What follows belongs to an exercise in optimizing a design on an open flow for small area; a production flow would make more cautious choices. At most, simulation tests tie the RTL to the original design; equivalence was not proved. Function not checked in run 1: the RTL went through the layout flow alone. Power is estimated from default activity; no workload was simulated.

==> flow/design.v (outline; a module is shown in full before it is edited, if it fits) <==
// module edge_detector: 36 lines
// module clk_div: 18 lines
// module opl3_exp_lut: 265 lines
// module opl3_log_sine_lut: 265 lines
// module ksl_add_rom: 43 lines
// module tremolo: 34 lines
// module vibrato: 27 lines
// module calc_rhythm_phase: 54 lines
// module calc_phase_inc: 45 lines
// module control_operators: 661 lines
// module channels: 175 lines
// module register_file_axi: 80 lines
// module opl3: 109 lines
module opl3 (
    input wire clk,
    input wire rst,
    input wire wr,
    input wire [8:0] addr,
    input wire [7:0] din,
    output logic signed [SAMPLE_WIDTH-1:0] channel_a,
    output logic signed [SAMPLE_WIDTH-1:0] channel_b,
    output logic signed [SAMPLE_WIDTH-1:0] channel_c,
    output logic signed [SAMPLE_WIDTH-1:0] channel_d
);
  // ...
==> flow/flow/run.sh <==
#!/bin/bash
# Layout flow: the standard synthesis, then the combinational logic is
# re-mapped with Yosys's default ABC script (which gives less cell area than
# the ORFS speed/area scripts); every flip-flop instance, its name and cell
# type, is kept as the standard synthesis made it. Then the standard
# layout from floorplan to finish, with clock tree synthesis told to add no
# dummy loads and with smaller clock buffers (clkbuf_8) driving clusters of at
# most 15 flip-flops. Each tool's output goes to a log file of its own here.
set -euo pipefail
WORK=$(pwd)
R=$WORK/orfs/results/$FLOW_PLATFORM/opl3/base
LIB=$FLOW_HOME/platforms/$FLOW_PLATFORM/lib/sky130_fd_sc_hd__tt_025C_1v80.lib
YOSYS=$(command -v yosys || echo "$FLOW_HOME/../tools/install/yosys/bin/yosys")

bash standard.sh synth > synth.log 2>&1

DONT_USE=$(grep -o 'sky130_fd_sc_hd__lpflow\w*\|sky130_fd_sc_hd__probe\w*' \
  "$FLOW_HOME/platforms/$FLOW_PLATFORM/config.mk" | sort -u | sed 's/^/-dont_use /' | tr '\n' ' ')
mkdir -p reopt
cp "$R/1_2_yosys.v" reopt/standard_1_2_yosys.v
cat > reopt/reopt.ys <<EOT
read_liberty -ignore_miss_func $LIB
read_verilog $WORK/reopt/standard_1_2_yosys.v
hierarchy -top $FLOW_TOP
blackbox sky130_fd_sc_hd__*df* sky130_fd_sc_hd__*dl*
flatten
opt_clean
techmap
opt -fast
abc -liberty $LIB $DONT_USE
opt_clean -purge
splitnets
opt_clean -purge
hilomap -singleton -hicell sky130_fd_sc_hd__conb_1 HI -locell sky130_fd_sc_hd__conb_1 LO
opt_clean -purge
stat -liberty $LIB
write_verilog -noattr -nohex -nodec $WORK/reopt/1_2_yosys.v
EOT
"$YOSYS" -l reopt/reopt.log -q reopt/reopt.ys > reopt/yosys_stdout.log 2>&1
# the re-mapped netlist replaces the standard one; make then rebuilds
# 1_synth.odb from it and runs the rest of the flow
cp reopt/1_2_yosys.v "$R/1_2_yosys.v"
touch "$R/1_2_yosys.v"

bash standard.sh \
  CTS_ARGS="-sink_clustering_enable -repair_clock_nets -sink_clustering_size 15 -sink_clustering_max_diameter 100 -buf_list sky130_fd_sc_hd__clkbuf_8 -dont_use_dummy_load" \
  finish > layout.log 2>&1
==> flow/standard.sh <==
#!/bin/bash
# synth_recipe.tcl (not shown) runs the flow's synth.tcl, then flattens the netlist and writes it again
# the make line also repeats each setting of config.mk as NAME=value (left out here)
make -C /OpenROAD-flow-scripts/flow DESIGN_CONFIG=/design/flow/config.mk WORK_HOME=/design/flow/orfs CLKGATE_MAP_FILE= SYNTH_SCRIPT=/design/flow/synth_recipe.tcl "${@:-finish}"
==> flow/config.mk <==
export PLATFORM = sky130hd
export DESIGN_NAME = opl3
export DESIGN_NICKNAME = opl3
export VERILOG_FILES = /design/flow/design.v
export SDC_FILE = /design/flow/constraint.sdc
export NUM_CORES = 8
export LEC_CHECK = 0
export ABC_AREA = 1
export CAP_MARGIN = 20
export CORE_MARGIN = 2
export CORE_UTILIZATION = 50
export SLEW_MARGIN = 20
==> flow/constraint.sdc <==
create_clock -name core_clock -period 30.0 [get_ports {clk}]
set_input_delay 6.0000 -clock core_clock [delete_from_list [all_inputs] [get_ports {clk}]]
set_output_delay 6.0000 -clock core_clock [all_outputs]
set_load 0.01 [all_outputs]
==> impl_metrics.json, run 1 <==
{
  "synth_fp_nets": 15124,
  "cts_tree": "built",
  "grt_use_met2_pct": 34.39,
  "final_cell_mix": "nand2_1 (4663), dfxtp_1 (3893), edfxtp_1 (2333), nor2_1 (612), o21ai_0 (512)",
  "hp-class": "flop to flop",
  "n_all_buffers": 373,
  "maxSlewViolCount": 0,
  "synth_cells": 15104,
  "seq_area_um2": 148000,
  "top_power_group": "sequential cells",
  "antenna_found_initial": 20,
  "drc": 0,
  "fin_area_um2": 208300,
  "cp_max_fo": 47,
  "final-clk-cell-share_pct": 3.020,
  "core_um2": 382600,
  "largestClassByArea": "flip-flops and latches",
  "slew_headroom_pct": 22.93,
  "multi_input_area_share_pct": 21.18,
  "antenna_cells": 8,
  "hold_path_end": "channels.control_operators.r_cnt[517]",
  "grt_max_degree": 231,
  "grt_overflow_total": 0,
  "fmax_ghz": 0.07576,
  "finalNonFillerCells": 20979,
  "rsz0062_at_grt": "false",
  "dieArea_um2": 389300,
  "sh_seq_area_pct": 71.06,
  "routed.top_layer": "met5",
  "io_pins": 84,
  "path_clk_slew_ns": 0.10,
  "seq_power_uw": 9410,
  "tightest_slew_ns": 1.156,
  "wl_per_cell_um": 20.38,
  "fin_ws_ns": 16.80,
  "end_kind": "flop",
  "syn2layout_area_growth_pct": 8.402,
  "grt_usage_pct": 21.52,
  "cp_top_family": "compound AO/OA/AOI/OAI gates",
  "ctsResizeCount": 0,
  "vias": 110740,
  "status": "finished clean",
  "final_hold_viol_count": 0
}
==> module control_operators, before the edit <==
module control_operators (
    input wire clk,
    input wire rst,
    input wire sample_clk_en,
    input wire [511:0][7:0] slv8_reg,       
    input wire [REG_CONNECTION_SEL_WIDTH-1:0] connection_sel,
    input wire is_new,
    input wire nts,                      
    input wire [NUM_BANKS-1:0][NUM_CHANNELS_PER_BANK-1:0][REG_FNUM_WIDTH-1:0] fnum,
    input wire [NUM_BANKS-1:0][NUM_CHANNELS_PER_BANK-1:0][REG_BLOCK_WIDTH-1:0] block,
    input wire dvb,
    input wire [NUM_BANKS-1:0][NUM_CHANNELS_PER_BANK-1:0] kon,
    input wire dam,                              
    input wire ryt,
    input wire bd,
    input wire sd,
    input wire tom,
    input wire tc,
    input wire hh,
    input wire [NUM_BANKS-1:0][NUM_CHANNELS_PER_BANK-1:0][REG_FB_WIDTH-1:0] fb,
    input wire [NUM_BANKS-1:0][NUM_CHANNELS_PER_BANK-1:0] cnt,
    input wire mix_bank,
    input wire [3:0] mix_channel,
    output logic [OP_OUT_WIDTH-1:0] mix_p,
    output logic [OP_OUT_WIDTH-1:0] mix_q,
    output logic [OP_OUT_WIDTH-1:0] mix_r,
    output logic [OP_OUT_WIDTH-1:0] mix_s
);
    localparam OPERATOR_PIPELINE_DELAY = 7;
    localparam NUM_OPERATOR_UPDATE_STATES = NUM_BANKS*NUM_OPERATORS_PER_BANK + 1;  
    localparam RING = NUM_BANKS*NUM_OPERATORS_PER_BANK;
    localparam SILENCE = 511;
    localparam COUNTER_WIDTH = 15;
    typedef enum logic [1:0] {
        ATTACK    = 2'd0,
        DECAY     = 2'd1,
        SUSTAIN   = 2'd2,
        RELEASE   = 2'd3
    } env_state_t;
    logic [$clog2(OPERATOR_PIPELINE_DELAY)-1:0] delay_counter;
    logic [$clog2(NUM_OPERATOR_UPDATE_STATES)-1:0] state;
    logic [$clog2(NUM_OPERATOR_UPDATE_STATES)-1:0] next_state;
    logic [$clog2(NUM_BANKS)-1:0] bank_num;
    logic [$clog2(NUM_OPERATORS_PER_BANK)-1:0] op_num;
    logic idle;
    logic sce;       
    logic sce_d1;    
    logic sce_d2;    
    logic latch_out;
    always_ff @(posedge clk)
        if (rst)
            state <= 0;
        else
            state <= next_state;
    always_comb
        if (state == 0)
            next_state = sample_clk_en ? 1 : 0;
        else if (delay_counter == OPERATOR_PIPELINE_DELAY - 1)
            if (state == NUM_OPERATOR_UPDATE_STATES - 1)
                next_state = 0;
            else
                next_state = state + 1;
        else
            next_state = state;
    always_ff @(posedge clk)
        if (rst || next_state != state)
            delay_counter <= 0;
        else if (delay_counter == OPERATOR_PIPELINE_DELAY - 1)
            delay_counter <= 0;
        else
            delay_counter <= delay_counter + 1;
    always_comb bank_num = state > NUM_OPERATORS_PER_BANK;
    always_comb
        if (state == 0)
            op_num = 0;
        else if (state > NUM_OPERATORS_PER_BANK)
            op_num = state - NUM_OPERATORS_PER_BANK - 1;
        else
            op_num = state - 1;
    always_comb idle = state == 0;
    logic [RING-1:0] op_sel;
    always_comb
        for (int k = 0; k < RING; k++)
            op_sel[k] = state == k + 1 || (k == 0 && state == 0);
    always_comb sce = state != 0 && delay_counter == 0;
    always_ff @(posedge clk) begin
        sce_d1 <= sce;
        sce_d2 <= sce_d1;
    end
    always_comb latch_out = delay_counter == OPERATOR_PIPELINE_DELAY - 1;
    logic [NUM_BANKS-1:0][NUM_OPERATORS_PER_BANK-1:0] use_feedback;
    logic [NUM_BANKS-1:0][NUM_OPERATORS_PER_BANK-1:0] mod_zero;   
    logic [NUM_BANKS-1:0][NUM_OPERATORS_PER_BANK-1:0][2:0] op_type_tmp;
    always_comb begin
        for (int b = 0; b < NUM_BANKS; b++) begin
            for (int j = 0; j < NUM_OPERATORS_PER_BANK; j++) begin
                op_type_tmp[b][j] = OP_NORMAL;
                use_feedback[b][j] = 0;
                mod_zero[b][j] = 1;
            end
            for (int c = 0; c < 3; c++) begin
                use_feedback[b][c] = 1;
                mod_zero[b][c+3] = cnt[b][c];
                if (connection_sel[3*b+c]) begin
                    mod_zero[b][c+6] = !cnt[b][c] && cnt[b][c+3];
                    mod_zero[b][c+9] = cnt[b][c] && cnt[b][c+3];
                end
                else begin
                    use_feedback[b][c+6] = 1;
                    mod_zero[b][c+9] = cnt[b][c+3];
                end
            end
            use_feedback[b][12] = 1;
            mod_zero[b][15] = cnt[b][6];
            if (b == 0) begin
                use_feedback[b][13] = ryt ? 0 : 1;
                use_feedback[b][14] = ryt ? 0 : 1;
                mod_zero[b][16] = cnt[b][7] || ryt;
                mod_zero[b][17] = cnt[b][8] || ryt;
                op_type_tmp[b][12] = ryt ? OP_BASS_DRUM : OP_NORMAL;
                op_type_tmp[b][15] = ryt ? OP_BASS_DRUM : OP_NORMAL;
                op_type_tmp[b][13] = ryt ? OP_HI_HAT : OP_NORMAL;
                op_type_tmp[b][16] = ryt ? OP_SNARE_DRUM : OP_NORMAL;
                op_type_tmp[b][14] = ryt ? OP_TOM_TOM : OP_NORMAL;
                op_type_tmp[b][17] = ryt ? OP_TOP_CYMBAL : OP_NORMAL;
            end
            else begin
                use_feedback[b][13] = 1;
                use_feedback[b][14] = 1;
                mod_zero[b][16] = cnt[b][7];
                mod_zero[b][17] = cnt[b][8];
            end
        end
    end
    logic [REG_FNUM_WIDTH-1:0] fnum_cur;
    logic [REG_MULT_WIDTH-1:0] mult_cur;
    logic [REG_BLOCK_WIDTH-1:0] block_cur;
    logic [REG_WS_WIDTH-1:0] ws_cur;
    logic vib_cur;
    logic [REG_ENV_WIDTH-1:0] ar_cur, dr_cur, sl_cur, rr_cur;
    logic [REG_TL_WIDTH-1:0] tl_cur;
    logic ksr_cur;
    logic [REG_KSL_WIDTH-1:0] ksl_cur;
    logic egt_cur, am_cur, kon_cur, use_feedback_cur, mod_zero_cur;
    logic [REG_FB_WIDTH-1:0] fb_cur;
    logic [2:0] op_type;
    logic [2*NUM_CHANNELS_PER_BANK-1:0] chan_sel;
    always_comb
        for (int b = 0; b < NUM_BANKS; b++)
            for (int c = 0; c < 3; c++) begin
                chan_sel[9*b+c] = op_sel[18*b+c] || op_sel[18*b+c+3] ||
                 (connection_sel[3*b+c] && (op_sel[18*b+c+6] || op_sel[18*b+c+9]));
                chan_sel[9*b+c+3] = !connection_sel[3*b+c] && (op_sel[18*b+c+6] || op_sel[18*b+c+9]);
                chan_sel[9*b+c+6] = op_sel[18*b+c+12] || op_sel[18*b+c+15];
            end
    always_comb begin
        fnum_cur = '0; block_cur = '0; kon_cur = '0; fb_cur = '0;
        for (int b = 0; b < NUM_BANKS; b++)
            for (int c = 0; c < NUM_CHANNELS_PER_BANK; c++) begin
                fnum_cur = fnum_cur | (fnum[b][c] & {REG_FNUM_WIDTH{chan_sel[9*b+c]}});
                block_cur = block_cur | (block[b][c] & {REG_BLOCK_WIDTH{chan_sel[9*b+c]}});
                kon_cur = kon_cur | (kon[b][c] & chan_sel[9*b+c]);
                fb_cur = fb_cur | (fb[b][c] & {REG_FB_WIDTH{chan_sel[9*b+c]}});
            end
    end
    always_comb begin
        use_feedback_cur = '0; mod_zero_cur = '0; op_type = '0;
        for (int bi = 0; bi < NUM_BANKS; bi++)
            for (int oi = 0; oi < NUM_OPERATORS_PER_BANK; oi++) begin
                use_feedback_cur = use_feedback_cur | (use_feedback[bi][oi] & op_sel[18*bi+oi]);
                mod_zero_cur = mod_zero_cur | (mod_zero[bi][oi] & op_sel[18*bi+oi]);
                op_type = op_type | (op_type_tmp[bi][oi] & {3{op_sel[18*bi+oi]}});
            end
    end
    localparam PARAM_WIDTH = 35;
    logic [RING-1:0][PARAM_WIDTH-1:0] r_par;
    function automatic integer op_reg_offset(input integer j);
        op_reg_offset = j < 6 ? j : j < 12 ? j + 2 : j + 4;
    endfunction
    function automatic [PARAM_WIDTH-1:0] op_params(input integer k);
        integer a;
        a = 256*(k / NUM_OPERATORS_PER_BANK) + op_reg_offset(k % NUM_OPERATORS_PER_BANK);
        op_params = {slv8_reg['h20+a], slv8_reg['h40+a], slv8_reg['h60+a],
                     slv8_reg['h80+a], slv8_reg['hE0+a][REG_WS_WIDTH-1:0]};
    endfunction
    always_ff @(posedge clk)
        for (int k = 0; k < RING; k++)
            if (sample_clk_en || rst)
                r_par[((-7*k) % RING + RING) % RING] <= op_params(k);
            else
                r_par[((-7*k) % RING + RING) % RING] <= r_par[((-1 - 7*k) % RING + RING) % RING];
    function automatic [REG_MULT_WIDTH-1:0] p_mult(input [PARAM_WIDTH-1:0] p); p_mult = p[30:27]; endfunction
    function automatic p_am(input [PARAM_WIDTH-1:0] p); p_am = p[34]; endfunction
    function automatic p_vib(input [PARAM_WIDTH-1:0] p); p_vib = p[33]; endfunction
    function automatic p_egt(input [PARAM_WIDTH-1:0] p); p_egt = p[32]; endfunction
    function automatic p_ksr(input [PARAM_WIDTH-1:0] p); p_ksr = p[31]; endfunction
    function automatic [REG_KSL_WIDTH-1:0] p_ksl(input [PARAM_WIDTH-1:0] p); p_ksl = p[26:25]; endfunction
    function automatic [REG_TL_WIDTH-1:0] p_tl(input [PARAM_WIDTH-1:0] p); p_tl = p[24:19]; endfunction
    function automatic [REG_ENV_WIDTH-1:0] p_ar(input [PARAM_WIDTH-1:0] p); p_ar = p[18:15]; endfunction
    function automatic [REG_ENV_WIDTH-1:0] p_dr(input [PARAM_WIDTH-1:0] p); p_dr = p[14:11]; endfunction
    function automatic [REG_ENV_WIDTH-1:0] p_sl(input [PARAM_WIDTH-1:0] p); p_sl = p[10:7]; endfunction
    function automatic [REG_ENV_WIDTH-1:0] p_rr(input [PARAM_WIDTH-1:0] p); p_rr = p[6:3]; endfunction
    function automatic [REG_WS_WIDTH-1:0] p_ws(input [PARAM_WIDTH-1:0] p); p_ws = p[2:0]; endfunction
    logic [REG_TL_WIDTH-1:0] tl_00;
    logic [REG_KSL_WIDTH-1:0] ksl_00;
    logic am_00;
    logic [REG_WS_WIDTH-1:0] ws_00;
    always_ff @(posedge clk)
        if (sample_clk_en || rst) begin
            tl_00 <= p_tl(op_params(0));
            ksl_00 <= p_ksl(op_params(0));
            am_00 <= p_am(op_params(0));
            ws_00 <= p_ws(op_params(0));
        end
    always_comb begin
        sl_cur = p_sl(r_par[0]);
        egt_cur = p_egt(r_par[0]);
        ar_cur = sce_d1 ? p_ar(r_par[1]) : p_ar(r_par[2]);
        dr_cur = sce_d1 ? p_dr(r_par[1]) : p_dr(r_par[2]);
        rr_cur = sce_d1 ? p_rr(r_par[1]) : p_rr(r_par[2]);
        ksr_cur = sce_d1 ? p_ksr(r_par[1]) : p_ksr(r_par[2]);
        mult_cur = p_mult(r_par[1]);
        vib_cur = p_vib(r_par[2]);
        ksl_cur = idle ? ksl_00 : delay_counter == 2 ? p_ksl(r_par[2]) : p_ksl(r_par[3]);
        tl_cur = idle ? tl_00 : delay_counter == 3 ? p_tl(r_par[3]) : p_tl(r_par[4]);
        am_cur = idle ? am_00 : delay_counter == 3 ? p_am(r_par[3]) : p_am(r_par[4]);
        ws_cur = idle ? ws_00 : delay_counter == 2 ? p_ws(r_par[2]) :
         delay_counter == 4 ? p_ws(r_par[4]) : p_ws(r_par[5]);
    end
    logic [RING-1:0] r_kon0, r_kon1;                         
    logic [RING-1:0][1:0] r_state;                           
    logic [RING-1:0][ENV_WIDTH-1:0] r_env;                   
    logic [RING-1:0][COUNTER_WIDTH-1:0] r_cnt;               
    logic [RING-1:0][PHASE_ACC_WIDTH-1:0] r_phase;           
    logic [RING-1:0] r_fpmsb;                                
    logic [RING-1:0][OP_OUT_WIDTH-1:0] r_out;                
    logic [OP_OUT_WIDTH-1:0] out_00;
    logic [OP_OUT_WIDTH-1:0] fb_prev_00;
    logic [ENV_WIDTH-1:0] env_int_00;
    logic [PHASE_ACC_WIDTH-1:0] fp_00;
    wire bd_on_pulse, sd_on_pulse, tom_on_pulse, tc_on_pulse, hh_on_pulse;
    logic rhythm_kon_pulse;
    edge_detector #(.EDGE_LEVEL(1), .CLK_DLY(1)) bd_edge_detect (
        .clk, .rst, .clk_en(op_type == OP_BASS_DRUM && sce), .in(bd), .edge_detected(bd_on_pulse));
    edge_detector #(.EDGE_LEVEL(1), .CLK_DLY(1)) sd_edge_detect (
        .clk, .rst, .clk_en(op_type == OP_SNARE_DRUM && sce), .in(sd), .edge_detected(sd_on_pulse));
    edge_detector #(.EDGE_LEVEL(1), .CLK_DLY(1)) tom_edge_detect (
        .clk, .rst, .clk_en(op_type == OP_TOM_TOM && sce), .in(tom), .edge_detected(tom_on_pulse));
    edge_detector #(.EDGE_LEVEL(1), .CLK_DLY(1)) tc_edge_detect (
        .clk, .rst, .clk_en(op_type == OP_TOP_CYMBAL && sce), .in(tc), .edge_detected(tc_on_pulse));
    edge_detector #(.EDGE_LEVEL(1), .CLK_DLY(1)) hh_edge_detect (
        .clk, .rst, .clk_en(op_type == OP_HI_HAT && sce), .in(hh), .edge_detected(hh_on_pulse));
    always_comb rhythm_kon_pulse =
     (op_type == OP_BASS_DRUM && bd_on_pulse) ||
     (op_type == OP_SNARE_DRUM && sd_on_pulse) ||
     (op_type == OP_TOM_TOM && tom_on_pulse) ||
     (op_type == OP_TOP_CYMBAL && tc_on_pulse) ||
     (op_type == OP_HI_HAT && hh_on_pulse);
    logic [5:0] koff_r0, koff_r1;
    genvar gk;
    generate
    for (gk = 0; gk < 6; gk++) begin : rko
        always_ff @(posedge clk)
            if (rst) begin
                koff_r0[gk] <= 0;
                koff_r1[gk] <= 0;
            end
            else if (bank_num == 0 && op_num == gk + 12 && sce && op_type == OP_NORMAL) begin
                koff_r0[gk] <= kon_cur;
                koff_r1[gk] <= koff_r0[gk];
            end
    end
    endgenerate
    logic rhythm_op;
    logic koff_rhythm_pulse;
    always_comb begin
        rhythm_op = bank_num == 0 && op_num >= 12;
        koff_rhythm_pulse = 0;
        for (int k = 0; k < 6; k++)
            if (op_num == k + 12)
                koff_rhythm_pulse = !koff_r0[k] && koff_r1[k];
    end
    logic [2:0] key_on_pulse;    
    logic [2:0] key_off_pulse;
    always_comb
        for (int d = 0; d < 3; d++) begin
            key_on_pulse[d] = (r_kon0[d] && !r_kon1[d]) || rhythm_kon_pulse;
            key_off_pulse[d] = rhythm_op ? koff_rhythm_pulse : !r_kon0[d] && r_kon1[d];
        end
    env_state_t env_next_state;
    always_comb
        unique case (r_state[0])
        ATTACK: env_next_state = r_env[0] == 0 ? DECAY : ATTACK;
        DECAY: env_next_state = (r_env[0] >> 4) >= sl_cur ? SUSTAIN : DECAY;
        SUSTAIN: env_next_state = !egt_cur ? RELEASE : SUSTAIN;
        RELEASE: env_next_state = RELEASE;
        endcase
    function automatic [REG_ENV_WIDTH-1:0] req_rate(input [1:0] st);
        unique case (st)
        ATTACK: req_rate = ar_cur;
        DECAY: req_rate = dr_cur;
        SUSTAIN: req_rate = 0;
        RELEASE: req_rate = rr_cur;
        endcase
    endfunction
    logic [ENV_RATE_COUNTER_OVERFLOW_WIDTH-1:0] rate_tmp0;
    logic [ENV_RATE_COUNTER_OVERFLOW_WIDTH-1:0] rate_tmp1;
    logic [ENV_RATE_COUNTER_OVERFLOW_WIDTH-1:0] rate_tmp2;
    always_comb rate_tmp0 = nts ? fnum_cur[8] : fnum_cur[9];
    always_comb rate_tmp1 = rate_tmp0 | (block_cur << 1);
    always_comb rate_tmp2 = ksr_cur ? rate_tmp1 : rate_tmp1 >> 2;
    function automatic [17:0] rate_inc(input [REG_ENV_WIDTH-1:0] requested_rate);
        logic [ENV_RATE_COUNTER_OVERFLOW_WIDTH-1:0] effective_rate;
        logic [ENV_RATE_COUNTER_OVERFLOW_WIDTH-1:0] requested_rate_shifted;
        logic [ENV_RATE_COUNTER_OVERFLOW_WIDTH-1:0] rate_value;
        logic [1:0] rof;
        requested_rate_shifted = requested_rate << 2;
        if (rate_tmp2 + requested_rate_shifted > 60)
            effective_rate = 60;
        else
            effective_rate = rate_tmp2 + requested_rate_shifted;
        rate_value = effective_rate >> 2;
        rof = effective_rate[1:0];
        rate_inc = (4 | rof) << rate_value;
    endfunction
    logic [REG_ENV_WIDTH-1:0] requested_rate_sel;
    logic [17:0] overflow_tmp;
    logic [ENV_RATE_COUNTER_OVERFLOW_WIDTH-1:0] rate_counter_overflow;
    always_comb begin
        requested_rate_sel = req_rate(sce_d1 ? r_state[1] : r_state[2]);
        overflow_tmp = (sce_d1 ? r_cnt[1] : r_cnt[2]) + rate_inc(requested_rate_sel);
        rate_counter_overflow = overflow_tmp >> 15;
    end
    logic [ENV_WIDTH-1:0] env_int_cur;
    logic [ENV_WIDTH-1:0] env_int_new;
    always_comb begin
        env_int_cur = r_env[2];
        env_int_new = env_int_cur;
        if (r_state[2] == ATTACK && rate_counter_overflow != 0 && env_int_cur != 0)
            env_int_new = env_int_cur - (((env_int_cur*rate_counter_overflow) >> 3) + 1);
        else if (r_state[2] == DECAY || r_state[2] == RELEASE)
            if (env_int_cur + rate_counter_overflow > SILENCE)
                env_int_new = SILENCE;
            else
                env_int_new = env_int_cur + rate_counter_overflow;
    end
    logic [ENV_WIDTH-1:0] env_int_slot;
    always_ff @(posedge clk)
        if (sce_d2)
            env_int_slot <= env_int_new;
    logic [ENV_WIDTH-1:0] env_int_dp;
    always_comb env_int_dp = idle ? env_int_00 : env_int_slot;
    wire [7:0] ksl_add;
    wire [AM_VAL_WIDTH-1:0] am_val;
    ksl_add_rom ksl_add_rom (
        .clk,
        .fnum(fnum_cur),
        .block(block_cur),
        .ksl(ksl_cur),
        .ksl_add
    );
    tremolo tremolo (
        .clk,
        .rst,
        .sample_clk_en(sce),
        .bank_num,
        .op_num,
        .dam,
        .am_val
    );
    logic signed [ENV_WIDTH+1:0] env_tmp;  
    logic [ENV_WIDTH-1:0] env;
    always_comb
        if (am_cur)
            env_tmp = env_int_dp + (tl_cur << 2) + ksl_add + am_val;
        else
            env_tmp = env_int_dp + (tl_cur << 2) + ksl_add;
    always_ff @(posedge clk)
        if (env_tmp < 0)
            env <= 0;
        else if (env_tmp > SILENCE)
            env <= SILENCE;
        else
            env <= env_tmp;
    wire [PHASE_ACC_WIDTH-1:0] phase_inc;
    calc_phase_inc calc_phase_inc (
        .clk,
        .rst,
        .sample_clk_en(sce),
        .bank_num,
        .op_num,
        .fnum(fnum_cur),
        .mult(mult_cur),
        .block(block_cur),
        .vib(vib_cur),
        .dvb,
        .env,
        .phase_inc
    );
    logic is_00;
    always_comb is_00 = bank_num == 0 && op_num == 0;
    logic [1:0][OP_OUT_WIDTH-1:0] feedback_cur;
    always_comb begin
        feedback_cur[0] = is_00 ? out_00 : r_out[2];
        feedback_cur[1] = is_00 ? fb_prev_00 : fb_queue[0];
    end
    logic signed [OP_OUT_WIDTH-1:0] feedback_result;
    logic signed [OP_OUT_WIDTH+1+2**REG_FB_WIDTH-1:0] feedback_result_p0;
    always_comb
        if (fb_cur == 0)
            feedback_result_p0 = 0;
        else
            feedback_result_p0 = (($signed(feedback_cur[0]) +
             $signed(feedback_cur[1])) <<< fb_cur);
    always_comb feedback_result = feedback_result_p0 >>> 9;
    logic [OP_OUT_WIDTH-1:0] modulation_in;
    logic [OP_OUT_WIDTH-1:0] modulation;
    always_comb modulation_in = mod_zero_cur ? '0 : r_out[23];
    always_comb modulation = use_feedback_cur ? feedback_result : modulation_in;
    localparam LOG_SIN_OUT_WIDTH = 12;
    localparam EXP_OUT_WIDTH = 10;
    localparam LOG_SIN_PLUS_GAIN_WIDTH = 13;
    logic [REG_WS_WIDTH-1:0] ws_post_opl;
    always_comb ws_post_opl = ws_cur & (is_new ? 'h7 : 'h3);
    wire [PHASE_ACC_WIDTH-1:0] rhythm_phase;
    calc_rhythm_phase calc_rhythm_phase (
        .clk,
        .rst,
        .sample_clk_en(sce),
        .bank_num,
        .op_num,
        .phase_acc_cur(r_phase[2]),
        .phase_acc_0_17(r_phase[10]),
        .phase_acc_0_13(r_phase[30]),
        .op_type,
        .rhythm_phase
    );
    logic [PHASE_ACC_WIDTH-1:0] phase_acc_new;
    logic [PHASE_ACC_WIDTH-1:0] final_phase_new;
    always_comb
        if (key_on_pulse[2]) begin
            phase_acc_new = 0;
            final_phase_new = 0;
        end
        else if (ws_post_opl == 4 || ws_post_opl == 5) begin
            phase_acc_new = r_phase[2] + (phase_inc << 1);
            final_phase_new = rhythm_phase + (phase_inc << 1) + (modulation << 10);
        end
        else begin
            phase_acc_new = r_phase[2] + phase_inc;
            final_phase_new = rhythm_phase + phase_inc + (modulation << 10);
        end
    logic [PHASE_ACC_WIDTH-1:0] fp_slot;
    always_ff @(posedge clk)
        if (sce_d2)
            fp_slot <= final_phase_new;
    logic [PHASE_ACC_WIDTH-1:0] final_phase_cur;
    always_comb
        if (idle)
            final_phase_cur = fp_00;
        else if (sce)
            final_phase_cur = {r_fpmsb[0], fp_slot[PHASE_ACC_WIDTH-2:0]};
        else if (sce_d1)
            final_phase_cur = {r_fpmsb[1], fp_slot[PHASE_ACC_WIDTH-2:0]};
        else if (sce_d2)
            final_phase_cur = {r_fpmsb[2], fp_slot[PHASE_ACC_WIDTH-2:0]};
        else
            final_phase_cur = fp_slot;
    logic is_odd_period;
    logic final_phase_msb_r0;
    always_ff @(posedge clk)
        if (rst) begin
            final_phase_msb_r0 <= 0;
            is_odd_period <= 0;
        end
        else begin
            final_phase_msb_r0 <= final_phase_cur[19];
            if (!final_phase_cur[19] && final_phase_msb_r0)
                is_odd_period <= !is_odd_period;
        end
    wire [LOG_SIN_OUT_WIDTH-1:0] log_sin_out;
    logic [LOG_SIN_PLUS_GAIN_WIDTH-1:0] log_sin_plus_gain;
    wire [EXP_OUT_WIDTH-1:0] exp_out;
    logic [OP_OUT_WIDTH-1:0] tmp_out0;
    logic signed [OP_OUT_WIDTH-1:0] tmp_out1;
    logic signed [OP_OUT_WIDTH-1:0] tmp_out2;
    logic signed [OP_OUT_WIDTH-1:0] tmp_ws2;
    logic signed [OP_OUT_WIDTH-1:0] tmp_ws4;
    logic [LOG_SIN_OUT_WIDTH-1:0] tmp_ws7;
    logic signed [OP_OUT_WIDTH-1:0] out;
    always_comb tmp_ws2 = tmp_out1 < 0 ? ~tmp_out1 : tmp_out1;
    always_comb tmp_ws4 = is_odd_period ? tmp_out1 : 0;
    opl3_log_sine_lut log_sine_lut_inst (
        .theta(final_phase_cur[18] ? ~final_phase_cur[17:10]
         : final_phase_cur[17:10]),
        .out(log_sin_out),
        .clk
    );
    always_comb
        unique case (final_phase_cur[19:18])
        0: tmp_ws7[11] = 0;
        1: tmp_ws7[11] = 1;
        2: tmp_ws7[11] = 1;
        3: tmp_ws7[11] = 0;
        endcase
    always_comb tmp_ws7[10:0] = final_phase_cur[19] ?
     ~final_phase_cur[17:10] << 3 : final_phase_cur[17:10] << 3;
    always_comb log_sin_plus_gain = (ws_post_opl == 7 ? tmp_ws7 : log_sin_out) + (env << 3);
    opl3_exp_lut exp_lut_inst (
        .in(~log_sin_plus_gain[7:0]),
        .out(exp_out),
        .clk
    );
    always_comb tmp_out0 = (2**10 + exp_out) << 1;
    always_comb
        if (final_phase_cur[19])
            tmp_out1 = ~(tmp_out0 >> log_sin_plus_gain[LOG_SIN_PLUS_GAIN_WIDTH-1:8]);
        else
            tmp_out1 = tmp_out0 >> log_sin_plus_gain[LOG_SIN_PLUS_GAIN_WIDTH-1:8];
    always_comb
        unique case (ws_post_opl)
        0: tmp_out2 = tmp_out1;
        1: tmp_out2 = tmp_out1 < 0 ? 0 : tmp_out1;
        2: tmp_out2 = tmp_ws2;
        3: tmp_out2 = final_phase_cur[PHASE_ACC_WIDTH-2] ? 0 : tmp_ws2;
        4: tmp_out2 = tmp_ws4;
        5: tmp_out2 = tmp_ws4 < 0 ? ~tmp_ws4 : tmp_ws4;
        6: tmp_out2 = tmp_out1 > 0 ? 2**(OP_OUT_WIDTH-1) - 1 : -2**(OP_OUT_WIDTH-1);
        7: tmp_out2 = tmp_out1;
        endcase
    always_ff @(posedge clk)
        unique case (op_type)
        OP_NORMAL:    out <= tmp_out2;
        OP_BASS_DRUM: out <= tmp_out2;
        default:      out <= tmp_out2 << 1;
        endcase
    logic w1_kon0, w1_kon1;
    logic [1:0] w1_state, w2_state;
    logic [COUNTER_WIDTH-1:0] w2_cnt;
    always_comb begin
        w1_kon0 = r_kon0[0];
        w1_kon1 = r_kon1[0];
        w1_state = r_state[0];
        if (sce) begin
            w1_kon0 = kon_cur;
            w1_kon1 = r_kon0[0];
            if (key_on_pulse[0])
                w1_state = ATTACK;
            else if (key_off_pulse[0])
                w1_state = RELEASE;
            else
                w1_state = env_next_state;
        end
        w2_state = r_state[1];
        w2_cnt = r_cnt[1];
        if (sce_d1) begin
            if (key_on_pulse[1])
                w2_state = ATTACK;
            else if (key_off_pulse[1])
                w2_state = RELEASE;
            if (requested_rate_sel != 0)
                w2_cnt = overflow_tmp[COUNTER_WIDTH-1:0];
        end
    end
    always_ff @(posedge clk) begin
        for (int p = 1; p < RING; p++) begin
            r_kon0[p] <= r_kon0[p-1];
            r_kon1[p] <= r_kon1[p-1];
            r_state[p] <= r_state[p-1];
            r_env[p] <= r_env[p-1];
            r_cnt[p] <= r_cnt[p-1];
            r_phase[p] <= r_phase[p-1];
            r_fpmsb[p] <= r_fpmsb[p-1];
            r_out[p] <= r_out[p-1];
        end
        r_kon0[0] <= r_kon0[RING-1];
        r_kon1[0] <= r_kon1[RING-1];
        r_state[0] <= r_state[RING-1];
        r_env[0] <= r_env[RING-1];
        r_cnt[0] <= r_cnt[RING-1];
        r_phase[0] <= r_phase[RING-1];
        r_fpmsb[0] <= r_fpmsb[RING-1];
        r_out[0] <= r_out[RING-1];
        r_kon0[1] <= w1_kon0;
        r_kon1[1] <= w1_kon1;
        r_state[1] <= w1_state;
        if (!rst) begin
            r_state[2] <= w2_state;
            r_cnt[2] <= w2_cnt;
            if (sce_d2) begin
                r_env[3] <= env_int_new;
                r_phase[3] <= phase_acc_new;
                r_fpmsb[3] <= final_phase_new[PHASE_ACC_WIDTH-1];
            end
            if (!idle && latch_out) begin
                r_out[7] <= out;
            end
        end
        for (int p = 1; p < RING; p += 12)
            if (rst) begin
                r_kon0[p] <= 0;
                r_kon1[p] <= 0;
                r_state[p] <= RELEASE;
                r_env[p] <= SILENCE;
                r_cnt[p] <= 0;
                r_phase[p] <= 0;
                r_fpmsb[p] <= 0;
                r_out[p] <= 0;
            end
    end
    localparam FB_OPS = 17;
    logic [FB_OPS-1:0][OP_OUT_WIDTH-1:0] fb_queue;
    logic fb_shift;
    always_comb fb_shift = !idle && latch_out && !is_00 &&
     (op_num < 3 || (op_num >= 6 && op_num < 9) || (op_num >= 12 && op_num < 15));
    always_ff @(posedge clk)
        for (int i = 0; i < FB_OPS; i++)
            if (rst && (i == FB_OPS-1 || i == FB_OPS/2))
                fb_queue[i] <= '0;
            else if (rst || fb_shift)
                fb_queue[i] <= i == FB_OPS-1 ? r_out[6] : fb_queue[i+1];
    always_ff @(posedge clk)
        if (rst) begin
            out_00 <= 0;
            fb_prev_00 <= 0;
            env_int_00 <= SILENCE;
            fp_00 <= 0;
        end
        else begin
            if (is_00 && latch_out) begin
                out_00 <= out;
                fb_prev_00 <= out_00;
            end
            if (is_00 && sce_d2) begin
                env_int_00 <= env_int_new;
                fp_00 <= final_phase_new;
            end
        end
    function automatic integer rpos(input integer c, input integer b, input integer j);
        rpos = ((4*c - 1 - 7*(18*b + j)) % RING + RING) % RING;
    endfunction
    logic [17:0] mix_sel;
    always_comb
        for (int c = 0; c < 18; c++)
            mix_sel[c] = {mix_bank, mix_channel} == {c / 9 == 1, 4'(c % 9)};
    always_comb begin
        mix_p = '0; mix_q = '0; mix_r = '0; mix_s = '0;
        for (int b = 0; b < NUM_BANKS; b++)
            for (int c = 0; c < 9; c++) begin
                if (b == 0 && c == 0)
                    mix_p = mix_p | (out_00 & {OP_OUT_WIDTH{mix_sel[9*b+c]}});
                else
                    mix_p = mix_p | (r_out[rpos(9*b+c, b, c < 3 ? c : c < 6 ? c + 3 : c + 6)] & {OP_OUT_WIDTH{mix_sel[9*b+c]}});
                mix_q = mix_q | (r_out[rpos(9*b+c, b, c < 3 ? c + 3 : c < 6 ? c + 6 : c + 9)] & {OP_OUT_WIDTH{mix_sel[9*b+c]}});
                if (c < 3) begin
                    mix_r = mix_r | (r_out[rpos(9*b+c, b, c + 6)] & {OP_OUT_WIDTH{mix_sel[9*b+c]}});
                    mix_s = mix_s | (r_out[rpos(9*b+c, b, c + 9)] & {OP_OUT_WIDTH{mix_sel[9*b+c]}});
                end
            end
    end
endmodule
==> module opl3, before the edit <==
module opl3 (
    input wire clk,
    input wire rst,
    input wire wr,
    input wire [8:0] addr,
    input wire [7:0] din,
    output logic signed [SAMPLE_WIDTH-1:0] channel_a,
    output logic signed [SAMPLE_WIDTH-1:0] channel_b,
    output logic signed [SAMPLE_WIDTH-1:0] channel_c,
    output logic signed [SAMPLE_WIDTH-1:0] channel_d
);
    logic [511:0][7:0] slv8_reg;
    function automatic [7:0] reg_mask(input integer a);
        integer bank;
        integer off;
        begin
            bank = a / 256;
            off = a % 256;
            reg_mask = 8'h00;
            if (bank == 0 && off == 'h08)
                reg_mask = 8'h40;
            if (bank == 0 && off == 'hBD)
                reg_mask = 8'hFF;
            if (bank == 1 && off == 'h04)
                reg_mask = 8'h3F;
            if (bank == 1 && off == 'h05)
                reg_mask = 8'h01;
            if ((off % 8) < 6 && (off & 'h1F) < 'h16) begin
                if (off >= 'h20 && off < 'h36)
                    reg_mask = 8'hFF;
                if (off >= 'h40 && off < 'h56)
                    reg_mask = 8'hFF;
                if (off >= 'h60 && off < 'h76)
                    reg_mask = 8'hFF;
                if (off >= 'h80 && off < 'h96)
                    reg_mask = 8'hFF;
                if (off >= 'hE0 && off < 'hF6)
                    reg_mask = 8'h07;
            end
            if (off >= 'hA0 && off < 'hA9)
                reg_mask = 8'hFF;
            if (off >= 'hB0 && off < 'hB9)
                reg_mask = 8'h3F;
            if (off >= 'hC0 && off < 'hC9)
                reg_mask = 8'hFF;
        end
    endfunction
    logic [31:0] wr_grp;
    logic [15:0] wr_idx;
    logic [7:0] wr_data;
    always_comb begin
        wr_grp = '0;
        wr_idx = '0;
        for (int g = 0; g < 32; g++)
            if (addr[8:4] == g)
                wr_grp[g] = wr;
        for (int x = 0; x < 16; x++)
            if (addr[3:0] == x)
                wr_idx[x] = 1'b1;
        wr_data = rst ? 8'h00 : din;
    end
    genvar ra, rb;
    generate
    for (ra = 0; ra < 512; ra++) begin : reg_byte
        wire wr_en = rst || (wr_grp[ra / 16] && wr_idx[ra % 16]);
        for (rb = 0; rb < 8; rb++) begin : reg_bit
            if (reg_mask(ra) & (8'h01 << rb)) begin : stored
                always_ff @(posedge clk)
                    if (wr_en)
                        slv8_reg[ra][rb] <= wr_data[rb];
            end
            else begin : unused
                assign slv8_reg[ra][rb] = 1'b0;
            end
        end
    end
    endgenerate
    logic sample_clk_en;
    logic [REG_TIMER_WIDTH-1:0] timer1;
    logic [REG_TIMER_WIDTH-1:0] timer2;
    logic irq_rst;
    logic mt1;
    logic mt2;
    logic st1;
    logic st2;
    logic [REG_CONNECTION_SEL_WIDTH-1:0] connection_sel;
    logic is_new;
    logic nts;
    logic [1:0][8:0][REG_FNUM_WIDTH-1:0] fnum;
    logic [1:0][8:0][REG_BLOCK_WIDTH-1:0] block;
    logic dvb;
    logic [1:0][8:0] kon;
    logic dam;
    logic ryt;
    logic bd;
    logic sd;
    logic tom;
    logic tc;
    logic hh;
    logic [1:0][8:0] cha;
    logic [1:0][8:0] chb;
    logic [1:0][8:0] chc;
    logic [1:0][8:0] chd;
    logic [1:0][8:0][REG_FB_WIDTH-1:0] fb;
    logic [1:0][8:0] cnt;
    clk_div sample_clk_gen (.clk(clk), .rst(rst), .clk_en(sample_clk_en));
    register_file_axi register_file_axi (.*);
    channels channels (.*);
endmodule
==> run 2, diff against run 1 <==
--- a/flow/design.v
+++ b/flow/design.v
@@ -1044,14 +1044,14 @@
         integer a;
         a = 256*(k / NUM_OPERATORS_PER_BANK) + op_reg_offset(k % NUM_OPERATORS_PER_BANK);
         op_params = {slv8_reg['h20+a], slv8_reg['h40+a], slv8_reg['h60+a],
-                     slv8_reg['h80+a], slv8_reg['hE0+a][REG_WS_WIDTH-1:0]};
+                     slv8_reg['h80+a], slv8_reg['hE0+a][REG_WS_WIDTH-1:0]} ^ {PARAM_WIDTH{k % 2 == 0}};
     endfunction
     always_ff @(posedge clk)
         for (int k = 0; k < RING; k++)
             if (sample_clk_en || rst)
-                r_par[((-7*k) % RING + RING) % RING] <= op_params(k);
+                r_par[((-7*k) % RING + RING) % RING] <= op_params(k) ^ {PARAM_WIDTH{k % 2 == 1}};
             else
-                r_par[((-7*k) % RING + RING) % RING] <= r_par[((-1 - 7*k) % RING + RING) % RING];
+                r_par[((-7*k) % RING + RING) % RING] <= ~r_par[((-1 - 7*k) % RING + RING) % RING];
     function automatic [REG_MULT_WIDTH-1:0] p_mult(input [PARAM_WIDTH-1:0] p); p_mult = p[30:27]; endfunction
     function automatic p_am(input [PARAM_WIDTH-1:0] p); p_am = p[34]; endfunction
     function automatic p_vib(input [PARAM_WIDTH-1:0] p); p_vib = p[33]; endfunction
@@ -1078,17 +1078,17 @@
     always_comb begin
         sl_cur = p_sl(r_par[0]);
         egt_cur = p_egt(r_par[0]);
-        ar_cur = sce_d1 ? p_ar(r_par[1]) : p_ar(r_par[2]);
-        dr_cur = sce_d1 ? p_dr(r_par[1]) : p_dr(r_par[2]);
-        rr_cur = sce_d1 ? p_rr(r_par[1]) : p_rr(r_par[2]);
-        ksr_cur = sce_d1 ? p_ksr(r_par[1]) : p_ksr(r_par[2]);
-        mult_cur = p_mult(r_par[1]);
+        ar_cur = sce_d1 ? p_ar(~r_par[1]) : p_ar(r_par[2]);
+        dr_cur = sce_d1 ? p_dr(~r_par[1]) : p_dr(r_par[2]);
+        rr_cur = sce_d1 ? p_rr(~r_par[1]) : p_rr(r_par[2]);
+        ksr_cur = sce_d1 ? p_ksr(~r_par[1]) : p_ksr(r_par[2]);
+        mult_cur = p_mult(~r_par[1]);
         vib_cur = p_vib(r_par[2]);
-        ksl_cur = idle ? ksl_00 : delay_counter == 2 ? p_ksl(r_par[2]) : p_ksl(r_par[3]);
-        tl_cur = idle ? tl_00 : delay_counter == 3 ? p_tl(r_par[3]) : p_tl(r_par[4]);
-        am_cur = idle ? am_00 : delay_counter == 3 ? p_am(r_par[3]) : p_am(r_par[4]);
+        ksl_cur = idle ? ksl_00 : delay_counter == 2 ? p_ksl(r_par[2]) : p_ksl(~r_par[3]);
+        tl_cur = idle ? tl_00 : delay_counter == 3 ? p_tl(~r_par[3]) : p_tl(r_par[4]);
+        am_cur = idle ? am_00 : delay_counter == 3 ? p_am(~r_par[3]) : p_am(r_par[4]);
         ws_cur = idle ? ws_00 : delay_counter == 2 ? p_ws(r_par[2]) :
-         delay_counter == 4 ? p_ws(r_par[4]) : p_ws(r_par[5]);
+         delay_counter == 4 ? p_ws(r_par[4]) : p_ws(~r_par[5]);
     end
     logic [RING-1:0] r_kon0, r_kon1;                         
     logic [RING-1:0][1:0] r_state;                           
@@ -1850,6 +1850,18 @@
                 wr_idx[x] = 1'b1;
         wr_data = rst ? 8'h00 : din;
     end
+    function automatic op_byte_inverted(input integer a);
+        integer off;
+        integer row;
+        begin
+            off = a % 256;
+            row = off & 'hE0;
+            op_byte_inverted = 0;
+            if ((row == 'h20 || row == 'h40 || row == 'h60 || row == 'h80 || row == 'hE0) &&
+                (off % 8) < 6 && (off & 'h1F) < 'h16)
+                op_byte_inverted = (off & 'h1F) % 2 == 0;
+        end
+    endfunction
     genvar ra, rb;
     generate
     for (ra = 0; ra < 512; ra++) begin : reg_byte
@@ -1858,7 +1870,7 @@
             if (reg_mask(ra) & (8'h01 << rb)) begin : stored
                 always_ff @(posedge clk)
                     if (wr_en)
-                        slv8_reg[ra][rb] <= wr_data[rb];
+                        slv8_reg[ra][rb] <= op_byte_inverted(ra) ? !wr_data[rb] : wr_data[rb];
             end
             else begin : unused
                 assign slv8_reg[ra][rb] = 1'b0;
--- a/flow/config.mk
+++ b/flow/config.mk
@@ -6,7 +6,8 @@
 export NUM_CORES = 8
 export LEC_CHECK = 0
 export ABC_AREA = 1
-export CAP_MARGIN = 20
+export CAP_MARGIN = 10
 export CORE_MARGIN = 2
 export CORE_UTILIZATION = 50
-export SLEW_MARGIN = 20
+export GPL_TIMING_DRIVEN = 0
+export SLEW_MARGIN = 10
==> run 2 against run 1 <==
  * Still clean
  * Core utilization is 0.71 points higher
  * Fmax decreased by 9.0%
  * Sequential share of layout area shrank 0.23 points
  * Largest cell class unchanged
==> impl_metrics.json, run 2 <==
{
  "final_hold_viol_count": 0,
  "crit_slowest_cell": "or2_0",
  "clock_path_buffers": 4,
  "hpwl_mm": 276.5,
  "grt_pass1_wl_mm": 640.1,
  "finalWeightedCongestion": 0.8626,
  "hold_ws_ns": 0.2618,
  "cts_tree": "built",
  "largest_reg_flops": 1672,
  "hp-class": "flop to flop",
  "clock_tree.root_cell": "clkbuf_8",
  "pre_cts_ws_ns": 14.51,
  "ctsResizeCount": 0,
  "clock-sinks": 6227,
  "vias": 101539,
  "finalNonFillerCells": 18366,
  "tightest_slew_ns": 1.294,
  "min_path_cells": 0,
  "r2r-start": "channels.control_operators.state[4]",
  "path_clk_slew_ns": 0.11,
  "ant_nets": 0,
  "avgViaCountPerCell": 5.529,
  "fin_nets": 13361,
  "fin_setup_tns_ns": 0,
  "io_pins": 84,
  "min_period_ns": 14.50,
  "h-tree-depth": 5,
  "routed_wirelength_mm": 426.3,
  "status": "finished clean",
  "start_util_pct": 50.23,
  "yosys_warnings": 2368,
  "required_ns": 30.90,
  "final_cell_mix": "dfxtp_1 (3889), edfxtp_1 (2333), mux2i_1 (1429), nand2_1 (905), nor2_1 (590)",
  "cp_max_fo": 30,
  "p_per_area_nw_per_um2": 72.31,
  "antenna_found_initial": 23,
  "cp_data_arrival_time_ns": 15.40,
  "io_buffers": 83,
  "post_cts_buffers": 0,
  "rrSetupSlack_ns": 15.50,
  "holdBufCountCts": 0,
  "syn2layout_area_growth_pct": 9.799,
  "grt_overflow_total": 0,
  "end_kind": "flop",
  "core_um2": 378900,
  "wl_per_cell_um": 23.21,
  "dr.first_iter.drc_count": 9562,
  "die_h_um": 621.0,
  "vdd_drop_max_v": 0.00004804,
  "drt-pass1-iter-count": 14,
  "synth_cells": 12550,
  "hold_path_end": "channels.control_operators.r_env[300]",
  "clock_latency_ns": 1.16,
  "max_cap_viol_count": 0,
  "placedCellCount": 17892,
  "worst-r2r-cell-count": 34,
  "netlist_area_um2": 190300,
  "min_from": "channels.control_operators.r_env[291]",
  "fin_ws_ns": 15.50,
  "skew_ns": 0.1425,
  "layout_commonest_cell": "dfxtp_1",
  "dieArea_um2": 385600,
  "finalCritPeriodShare_pct": 48.34,
  "slowest_delay_ns": 0.92,
  "num_rows": 226,
  "maxSlewViolCount": 0,
  "slew_headroom_pct": 13.70,
  "die-width_um": 621.0,
  "p_leak_uw": 0.07842,
  "fmax_ghz": 0.06896,
  "rsz0062_at_grt": "false",
  "grt_usage_pct": 21.87,
  "synth_fp_nets": 12570,
  "drc": 0,
  "first_global_vias": 101727,
  "finalSetupViolCount": 0,
  "path_class": "flop to flop",
  "r2r-end": "channels.control_operators.env_int_slot[7]",
  "cts_buffers": 458,
  "drive_gt1_share_pct": 6.342,
  "grt_max_degree": 102,
  "cp-start-kind": "flop",
  "avgSynthCellArea_um2": 15.17
}
[run 2: cell type report]
class,count,area (um2)
fill,30185,169900
multi-input combinational,6192,42650
buffer,1,3.754
sequential,6227,148000
tap,5016,6276
antenna,11,27.53
clock buffer,458,6304
timing repair buffer,331,5169
inverter,130,538.0
[run 2: worst max-delay path by stage]
| stage | startpoint | to | slack, ns | depth (start not counted) |
|---|---|---|---|---|
| floorplan | rst | channels.control_operators.am_00 | -31.27 | 2 |
| global placement | rst | channels.control_operators.r_par[480] | -90.44 | 4 |
| detailed placement | channels.control_operators.state[4] | channels.control_operators.env_int_slot[7] | 14.51 | 34 |
| CTS | channels.control_operators.state[4] | channels.control_operators.env_int_slot[7] | 14.55 | 34 |
| global route | channels.control_operators.state[4] | channels.control_operators.env_int_slot[7] | 14.44 | 33 |
| finish | channels.control_operators.state[4] | channels.control_operators.env_int_slot[7] | 15.50 | 34 |
[run 2: power by group]
group / internal (uW) / total [uW] / switching, uW
Sequential: 9320 / 9510 / 193
Clock: 1360 / 3770 / 2410
Combinational: 651 / 1830 / 1180
Total: 11300 / 15100 / 3790
[run 2: metrics by stage]
stage	util, %	cell area [um2]	total power (uW)
floorplan	-	190300	11290
global placement	52.11	197400	11880
detailed placement	53.47	202600	11520
CTS	55.14	208900	15240
global route	55.15	209000	15740
finish	55.15	209000	15110
[run 2: routing by layer]
metal	global-route usage, %	part of all wire [%]	up-vias
met4	7.092	3.4	6
met5	0	0.011	-
met2	36.54	48	3125
met1	29.78	44	50402
met3	2.674	5.2	903
li1	-	-	47103
[run 2: worst max-delay path: cells and delay by family, from the launching register on]
family | cells | cell delay [ns]
compound gates | 23 | 8.88
xor+xnor | 1 | 0.44
fa+ha+maj | 1 | 0.51
flops | 1 | 0.63
mux | 1 | 0.43
simple gates | 8 | 3.34
==> run 3, diff against run 2 <==
--- a/flow/config.mk
+++ b/flow/config.mk
@@ -6,8 +6,7 @@
 export NUM_CORES = 8
 export LEC_CHECK = 0
 export ABC_AREA = 1
-export CAP_MARGIN = 10
+export CAP_MARGIN = 20
 export CORE_MARGIN = 2
 export CORE_UTILIZATION = 50
-export GPL_TIMING_DRIVEN = 0
-export SLEW_MARGIN = 10
+export SLEW_MARGIN = 20
==> run 3 against run 2 <==
  * Clock power barely moved
  * Hold slack improved by 0.016 ns
  * First-iteration DRC count is 3.7% higher
  * Core utilization down 0.68 points
  * Via count hardly changed
  * Area after synthesis stayed put
  * Largest power group unchanged
  * Critical path depth rose by 1
==> impl_metrics.json, run 3 <==
{
  "dr.first_iter.drc_count": 9917,
  "avgSynthCellArea_um2": 15.17,
  "fin_nets": 13387,
  "syn2layout_area_growth_pct": 8.437,
  "cp_common_cell": "a211oi_1",
  "antenna_found_initial": 27,
  "slowest_delay_ns": 0.88,
  "ctsResizeCount": 0,
  "core_um2": 378900,
  "holdBufCountCts": 0,
  "critPathLaunch": "channels.control_operators.state[0]",
  "required_ns": 30.93,
  "rrSetupSlack_ns": 17.08,
  "power_uw": 15080,
  "r2r-start": "channels.control_operators.state[0]",
  "cp_data_arrival_time_ns": 13.85,
  "layout_commonest_cell": "dfxtp_1",
  "avgViaCountPerCell": 5.523,
  "status": "finished clean",
  "fmax_ghz": 0.07739,
  "die_h_um": 621.0,
  "final_hold_viol_count": 0,
  "yosys_warnings": 2368,
  "vdd_drop_max_v": 0.00007325,
  "start_util_pct": 50.23,
  "io_pins": 84,
  "finalSetupViolCount": 0,
  "grt_max_degree": 179,
  "hold_ws_ns": 0.2780,
  "worst-r2r-cell-count": 35,
  "grt_pass1_wl_mm": 661.0,
  "synth_fp_nets": 12570,
  "wl_per_cell_um": 24.29,
  "slew_headroom_pct": 22.44,
  "vias": 101555,
  "hpwl_mm": 276.8,
  "cts_tree": "built",
  "synth_cells": 12550,
  "clock-sinks": 6227,
  "p_per_area_nw_per_um2": 73.06,
  "path_class": "flop to flop",
  "end_kind": "flop",
  "cts_buffers": 456,
  "clock_path_buffers": 4,
  "largest_reg_flops": 1672,
  "min_path_cells": 0,
  "num_rows": 226,
  "cp_max_fo": 29,
  "h-tree-depth": 5,
  "min_period_ns": 12.92,
  "drc": 0,
  "grt_usage_pct": 22.84,
  "dieArea_um2": 385600,
  "netlist_area_um2": 190300,
  "ant_nets": 0,
  "cp-start-kind": "flop",
  "drt-pass1-iter-count": 17,
  "hp-class": "flop to flop",
  "rsz0062_at_grt": "false",
  "r2r-end": "channels.control_operators.env_int_slot[7]",
  "p_leak_uw": 0.07757,
  "routed_wirelength_mm": 446.7,
  "maxSlewViolCount": 0,
  "path_clk_slew_ns": 0.10,
  "critical_path.endpoint": "channels.control_operators.env_int_slot[7]",
  "grt_overflow_total": 0,
  "clock_tree.root_cell": "clkbuf_8",
  "io_buffers": 83,
  "max_cap_viol_count": 0,
  "post_cts_buffers": 0,
  "tightest_slew_ns": 1.151,
  "skew_ns": 0.1347,
  "clock_latency_ns": 1.19,
  "fin_setup_tns_ns": 0,
  "finalWeightedCongestion": 0.8629,
  "finalCritPeriodShare_pct": 43.07,
  "crit_slowest_cell": "dfxtp_1",
  "final_cell_mix": "dfxtp_1 (3893), edfxtp_1 (2333), mux2i_1 (1428), nand2_1 (910), nor2_1 (597)",
  "die-width_um": 621.0,
  "drive_gt1_share_pct": 6.083,
  "first_global_vias": 102110
}
run 3: per-stage QoR:
step	worst slack [ns]	cell area [um2]	cells	utilization [%]
finish	17.08	206400	18388	54.47
global placement	16.99	200000	17920	52.79
floorplan	-31.27	190300	12550	-
global route	16.06	206400	18382	54.47
CTS	17.04	206300	18377	54.45
detailed placement	16.98	200000	17921	52.79
run 3: layout make-up:
class | instances | area [um2]
diodes | 7 | 17.52
clock buffers | 456 | 6276
fillers | 30546 | 172500
inverters | 130 | 520.5
multi-input cells | 6192 | 42260
flip-flops and latches | 6227 | 148000
well taps | 5016 | 6276
repair buffers | 360 | 3032
run 3: metal layers:
layer / vias up / wire length [um] / global-route usage, %
met5: - / 92 / 0
met3: 909 / 23730 / 2.801
met2: 3188 / 216000 / 38.80
met4: 12 / 15800 / 7.740
met1: 50366 / 191000 / 30.38
li1: 47080 / - / -
run 3: how the worst min path moves through the flow:
stage	startpoint	end	slack, ns
5_1_grt	channels.control_operators.r_phase[68]	channels.control_operators.r_phase[88]	0.27
2_1_floorplan	channels.control_operators.r_cnt[525]	channels.control_operators.r_cnt[0]	0.31
3_3_place_gp	channels.control_operators.r_out[333]	channels.control_operators.r_out[346]	0.31
6_report	channels.control_operators.r_phase[68]	channels.control_operators.r_phase[88]	0.28
4_1_cts	channels.control_operators.r_phase[68]	channels.control_operators.r_phase[88]	0.26
3_5_place_dp	channels.control_operators.r_cnt[47]	channels.control_operators.r_cnt[62]	0.31
run 3: power breakdown:
part	total, uW	switching, uW	internal, uW	leakage, uW
clock network	3780	2430	1350	0.00328
logic	1770	1160	616	0.0196
registers	9530	207	9320	0.0547
total	15100	3790	11300	0.0776
run 3: critical path, delay by kind of cell (launching register included):
kind	cells	cell delay (ns)
compound gates	21	7.01
simple gates	9	2.69
xor+xnor	2	0.94
flops	1	0.88
fa+ha+maj	1	0.41
mux	1	0.38
buf+inv	1	0.35

==> separate check: timing with driven ports <==
The results above use ideal ports. As a check the final layouts listed here were re-extracted and re-timed, cells and wires unchanged.
Step 1: set_driving_cell puts a clkbuf_16 on clk and a buf_2 on each other input, an assumption about the parent block.
Step 2 moves the port delays by t, midway between the first and last clock arrival at a register: inputs arrive t later, outputs are due t later. That takes back most of the time a late clock gives input paths.
Three values: ideal ports, drivers, drivers and shift; two values: the first two.
| run | shift t [ns] | setup WS [ns] | worst hold slack (ns) | clock arrival spread, ns |
|---|---|---|---|---|
| run 1 | 1.238 | 16.801 / 16.801 / 16.801 | 0.235 / 0.235 / 0.235 | 0.149 / 0.149 |
| run 2 | 1.202 | 15.499 / 15.499 / 15.499 | 0.262 / 0.262 / 0.262 | 0.166 / 0.166 |
| run 3 | 1.240 | 17.079 / 17.079 / 17.079 | 0.278 / 0.278 / 0.278 | 0.169 / 0.169 |
After both steps every run listed still meets setup and hold.
